Context: an optimization exercise on an open-source flow, tuned for small area and a short achievable clock period. The choices shown serve that exercise and are no tape-out recipe.

== rev 12 ==
==> flow/design.v <==
module cpu8(clk,rst,IR,Data_in,PC,MW_out,Address,Data_out,R0d,R1d,R2d,R3d,R4d,R5d,R6d,R7d);
input clk,rst;
input [15:0] IR;
input [7:0] Data_in;
output [7:0] PC;
output MW_out;
output [7:0] Address,Data_out,R0d,R1d,R2d,R3d,R4d,R5d,R6d,R7d;
reg [7:0] PC;
reg [7:0] R0d,R1d,R2d,R3d,R4d,R5d,R6d,R7d;
wire [2:0] DA = IR[8:6];
wire [2:0] AA = IR[5:3];
wire [2:0] BA = IR[2:0];
wire MB = IR[15];
wire MD = IR[13];
wire RW = ~IR[14];
wire MW = IR[14] & ~IR[15];
wire PL = IR[14] & IR[15];
wire JB = IR[13];
wire BC = IR[9];
wire [3:0] FS = {IR[12:10], ~PL & IR[9]};
reg [7:0] A, Bd;
always @(*) begin
	case (AA)
	3'd0: A = R0d; 3'd1: A = R1d; 3'd2: A = R2d; 3'd3: A = R3d;
	3'd4: A = R4d; 3'd5: A = R5d; 3'd6: A = R6d; default: A = R7d;
	endcase
	case (BA)
	3'd0: Bd = R0d; 3'd1: Bd = R1d; 3'd2: Bd = R2d; 3'd3: Bd = R3d;
	3'd4: Bd = R4d; 3'd5: Bd = R5d; 3'd6: Bd = R6d; default: Bd = R7d;
	endcase
end
wire [7:0] B = MB ? {5'b00000, IR[2:0]} : Bd;
wire [7:0] X = FS[2] ? (FS[1] ? 8'hFF : ~B) : (FS[1] ? B : 8'h00);
wire [8:0] S9 = {A, 1'b1} + {X, FS[0]};
wire [7:0] S = S9[8:1];
reg [7:0] L;
always @(*) begin
	case (FS[2:0])
	3'd0: L = A & B;
	3'd1: L = A | B;
	3'd2: L = A ^ B;
	3'd3: L = ~A;
	3'd4: L = B;
	3'd5: L = {1'b0, B[7:1]};
	3'd6: L = {B[6:0], 1'b0};
	default: L = 8'h00;
	endcase
end
wire [7:0] G = FS[3] ? L : S;
wire [7:0] BusD = MD ? Data_in : G;
wire WE = RW & ~rst;
always @(posedge clk) begin
	if (WE && DA == 3'd0) R0d <= BusD;
	if (WE && DA == 3'd1) R1d <= BusD;
	if (WE && DA == 3'd2) R2d <= BusD;
	if (WE && DA == 3'd3) R3d <= BusD;
	if (WE && DA == 3'd4) R4d <= BusD;
	if (WE && DA == 3'd5) R5d <= BusD;
	if (WE && DA == 3'd6) R6d <= BusD;
	if (WE && DA == 3'd7) R7d <= BusD;
end
assign MW_out = MW & ~rst;
assign Address = A;
assign Data_out = B;
wire [2:0] f = IR[12:10];
wire [2:0] K = IR[2:0];
wire hz = ~|A[7:3];                  
wire ho = &A[7:3];                   
wire h1 = (A[7:3] == 5'b00001);
wire t0 = ~|A[6:3];
wire t1 = &A[6:3];
wire kz = (K == 3'd0);
wire km7 = ~f[0] & (K == 3'd7);      
wire [7:0] Ad, Kd, Kmd;              
wire [7:0] Mz, Cp, Cm;               
genvar gj;
generate for (gj = 0; gj < 8; gj = gj + 1) begin : dec
	assign Ad[gj] = (A[2:0] == gj);
	assign Kd[gj] = (K == gj);
	assign Kmd[gj] = f[0] ? (gj == 0) : Kd[gj];
end endgenerate
generate for (gj = 0; gj < 8; gj = gj + 1) begin : msk
	assign Mz[gj] = (f == 3'd0) ? (gj == 0) :
	                (f == 3'd1) ? Kd[(8 - gj) % 8] :
	                (f == 3'd5) ? Kd[gj] :
	                              Kmd[(gj + 7) % 8];
	assign Cp[gj] = |(Kd >> (8 - gj)) ;
	assign Cm[gj] = |(Kmd & ((8'd1 << gj) - 8'd1));
end endgenerate
wire Zlo = |(Ad & Mz);
wire c3p = |(Ad & Cp);
wire c3m = |(Ad & Cm);
wire hsel = (f == 3'd1) ? (kz ? hz : ho) :
            (f[2:1] == 2'b01) ? (km7 ? h1 : hz) : hz;
wire Zc = Zlo & hsel;
reg Zb, Nb;
always @(*) begin
	case (f)
	3'd0, 3'd5: begin Zb = Zc; Nb = A[7]; end
	3'd1: begin Zb = Zc; Nb = A[7] ^ (c3p & t1); end
	3'd2, 3'd3: begin Zb = Zc; Nb = A[7] ^ (~c3m & t0); end
	3'd4: begin Zb = ((A[2:0] & K) == 3'd0); Nb = 1'b0; end
	default: begin Zb = kz; Nb = 1'b0; end
	endcase
end
wire jump = PL & JB;
wire branch = PL & ~JB & (BC ? Nb : Zb);
wire [7:0] ic;
assign ic[0] = 1'b1;
genvar gi;
generate for (gi = 1; gi < 8; gi = gi + 1) begin : inc
	assign ic[gi] = ic[gi-1] & PC[gi-1];
end endgenerate
wire [7:0] PC_inc = PC ^ ic;
wire [7:0] PC_br = PC + {2'b00, IR[8:6], IR[2:0]};
always @(posedge clk) begin
	if (rst) PC <= 8'd0;
	else if (jump) PC <= A;
	else if (branch) PC <= PC_br;
	else PC <= PC_inc;
end
endmodule
export LEC_CHECK = 0
export CAP_MARGIN = 20
export CORE_MARGIN = 2
export CORE_UTILIZATION = 40
export SETUP_SLACK_MARGIN = 2
export SLEW_MARGIN = 20
create_clock -name core_clock -period 7.0 [get_ports {clk}]
standard.sh (not shown) runs the stock make flow with config.mk's settings and CLKGATE_MAP_FILE= SYNTH_SCRIPT=/design/flow/synth_recipe.tcl, a recipe that flattens the netlist after the stock synthesis.
==> flow/flow/run.sh <==
#!/bin/bash
set -o pipefail
export BUFFER_PORTS_ARGS="-buffer_cell sky130_fd_sc_hd__buf_2"
bash standard.sh finish > standard.log 2>&1
Rev 12: flow completed, timing, DRC and antenna clean
## Diff of input files: rev 13 against rev 12
==> flow/design.v <==
module cpu8(clk,rst,IR,Data_in,PC,MW_out,Address,Data_out,R0d,R1d,R2d,R3d,R4d,R5d,R6d,R7d);
input clk,rst;
input [15:0] IR;
input [7:0] Data_in;
output [7:0] PC;
output MW_out;
output [7:0] Address,Data_out,R0d,R1d,R2d,R3d,R4d,R5d,R6d,R7d;
reg [7:0] PC;
reg [7:0] R0d,R1d,R2d,R3d,R4d,R5d,R6d,R7d;
wire [2:0] DA = IR[8:6];
wire [2:0] AA = IR[5:3];
wire [2:0] BA = IR[2:0];
wire MB = IR[15];
wire MD = IR[13];
wire RW = ~IR[14];
wire MW = IR[14] & ~IR[15];
wire PL = IR[14] & IR[15];
wire JB = IR[13];
wire BC = IR[9];
wire [3:0] FS = {IR[12:10], ~PL & IR[9]};
reg [7:0] A, Bd;
always @(*) begin
	case (AA)
	3'd0: A = R0d; 3'd1: A = R1d; 3'd2: A = R2d; 3'd3: A = R3d;
	3'd4: A = R4d; 3'd5: A = R5d; 3'd6: A = R6d; default: A = R7d;
	endcase
	case (BA)
	3'd0: Bd = R0d; 3'd1: Bd = R1d; 3'd2: Bd = R2d; 3'd3: Bd = R3d;
	3'd4: Bd = R4d; 3'd5: Bd = R5d; 3'd6: Bd = R6d; default: Bd = R7d;
	endcase
end
wire [7:0] B = MB ? {5'b00000, IR[2:0]} : Bd;
wire [7:0] X = FS[2] ? (FS[1] ? 8'hFF : ~B) : (FS[1] ? B : 8'h00);
wire [8:0] S9 = {A, 1'b1} + {X, FS[0]};
wire [7:0] S = S9[8:1];
reg [7:0] L;
always @(*) begin
	case (FS[2:0])
	3'd0: L = A & B;
	3'd1: L = A | B;
	3'd2: L = A ^ B;
	3'd3: L = ~A;
	3'd4: L = B;
	3'd5: L = {1'b0, B[7:1]};
	3'd6: L = {B[6:0], 1'b0};
	default: L = 8'h00;
	endcase
end
wire [7:0] G = FS[3] ? L : S;
wire [7:0] BusD = MD ? Data_in : G;
wire WE = RW & ~rst;
always @(posedge clk) begin
	if (WE && DA == 3'd0) R0d <= BusD;
	if (WE && DA == 3'd1) R1d <= BusD;
	if (WE && DA == 3'd2) R2d <= BusD;
	if (WE && DA == 3'd3) R3d <= BusD;
	if (WE && DA == 3'd4) R4d <= BusD;
	if (WE && DA == 3'd5) R5d <= BusD;
	if (WE && DA == 3'd6) R6d <= BusD;
	if (WE && DA == 3'd7) R7d <= BusD;
end
assign MW_out = MW & ~rst;
assign Address = A;
assign Data_out = B;
wire [2:0] f = IR[12:10];
wire [2:0] K = IR[2:0];
wire hz = ~|A[7:3];                  
wire ho = &A[7:3];                   
wire h1 = (A[7:3] == 5'b00001);
wire t0 = ~|A[6:3];
wire t1 = &A[6:3];
wire kz = (K == 3'd0);
wire [2:0] negK = 3'd0 - K;          
wire [2:0] Km = f[0] ? 3'd0 : K;     
wire [2:0] Km1 = Km + 3'd1;
wire km7 = (Km == 3'd7);
reg [2:0] tlo;
reg sz, so, s1;
always @(*) begin
	tlo = 3'd0; sz = 1'b1; so = 1'b0; s1 = 1'b0;
	case (f)
	3'd1: begin tlo = negK; sz = kz; so = ~kz; end
	3'd2, 3'd3: begin tlo = Km1; sz = ~km7; s1 = km7; end
	3'd5: tlo = K;
	default: ;
	endcase
end
wire Zc = (A[2:0] == tlo) & ((sz & hz) | (so & ho) | (s1 & h1));
wire c3p = ~kz & (A[2:0] >= negK);   
wire c3m = ~km7 & (A[2:0] >= Km1);   
reg Zb, Nb;
always @(*) begin
	case (f)
	3'd0, 3'd5: begin Zb = Zc; Nb = A[7]; end
	3'd1: begin Zb = Zc; Nb = A[7] ^ (c3p & t1); end
	3'd2, 3'd3: begin Zb = Zc; Nb = A[7] ^ (~c3m & t0); end
	3'd4: begin Zb = ((A[2:0] & K) == 3'd0); Nb = 1'b0; end
	default: begin Zb = kz; Nb = 1'b0; end
	endcase
end
wire jump = PL & JB;
wire branch = PL & ~JB & (BC ? Nb : Zb);
wire [7:0] ic;
assign ic[0] = 1'b1;
genvar gi;
generate for (gi = 1; gi < 8; gi = gi + 1) begin : inc
	assign ic[gi] = ic[gi-1] & PC[gi-1];
end endgenerate
wire [7:0] PC_inc = PC ^ ic;
wire [7:0] PC_br = PC + {2'b00, IR[8:6], IR[2:0]};
always @(posedge clk) begin
	if (rst) PC <= 8'd0;
	else if (jump) PC <= A;
	else if (branch) PC <= PC_br;
	else PC <= PC_inc;
end
endmodule
Results
Diff rev 12 -> rev 13 | number of cells on the critical path | increase of 3
Diff rev 12 -> rev 13: area share of and/or/nand/nor cells after synthesis dropped 3.6 points; share of the cycle needed by the critical path after routing went up 6.5 points; number of library cell types mapped by synthesis went down by 17.
Going from rev 12 to rev 13, xor-xnor portion of the synthesized cell area +0.47 points; worst hold margin has decreased; number of inserted filler cells in the final layout -8.3%.
No run of this note included a check of the RTL's function; only the layout flow was run.

==> re-timing with driven ports <==
How much do the figures lean on ideal ports? The routed layouts below were timed once more, with nothing changed but the port constraints. Step 1 assumes that a clkbuf_16 drives the clock port and a buf_2 every other input. Step 2 times the ports against the registers' clock, not the clock port: input delays grow and output delays shrink by t, the midpoint of the rising clock arrivals with the driver on. a / b / c = no drivers / after step 1 / after step 2; a / b = the first two.
run | shift t [ns] | slack for setup (ns) | clock arrival spread, ns | worst slew at a driven data input, ns
rev 12 | 0.378 | 2.229 / 2.167 / 1.934 | 0.008 / 0.008 | 0.06
rev 13 | 0.370 | 1.772 / 1.708 / 1.448 | 0.005 / 0.006 | 0.06
After both steps setup and hold are still met in every run listed. The setup slack of rev 13, which loses most, moves by -0.064 ns with the drivers and by -0.324 ns with both steps.
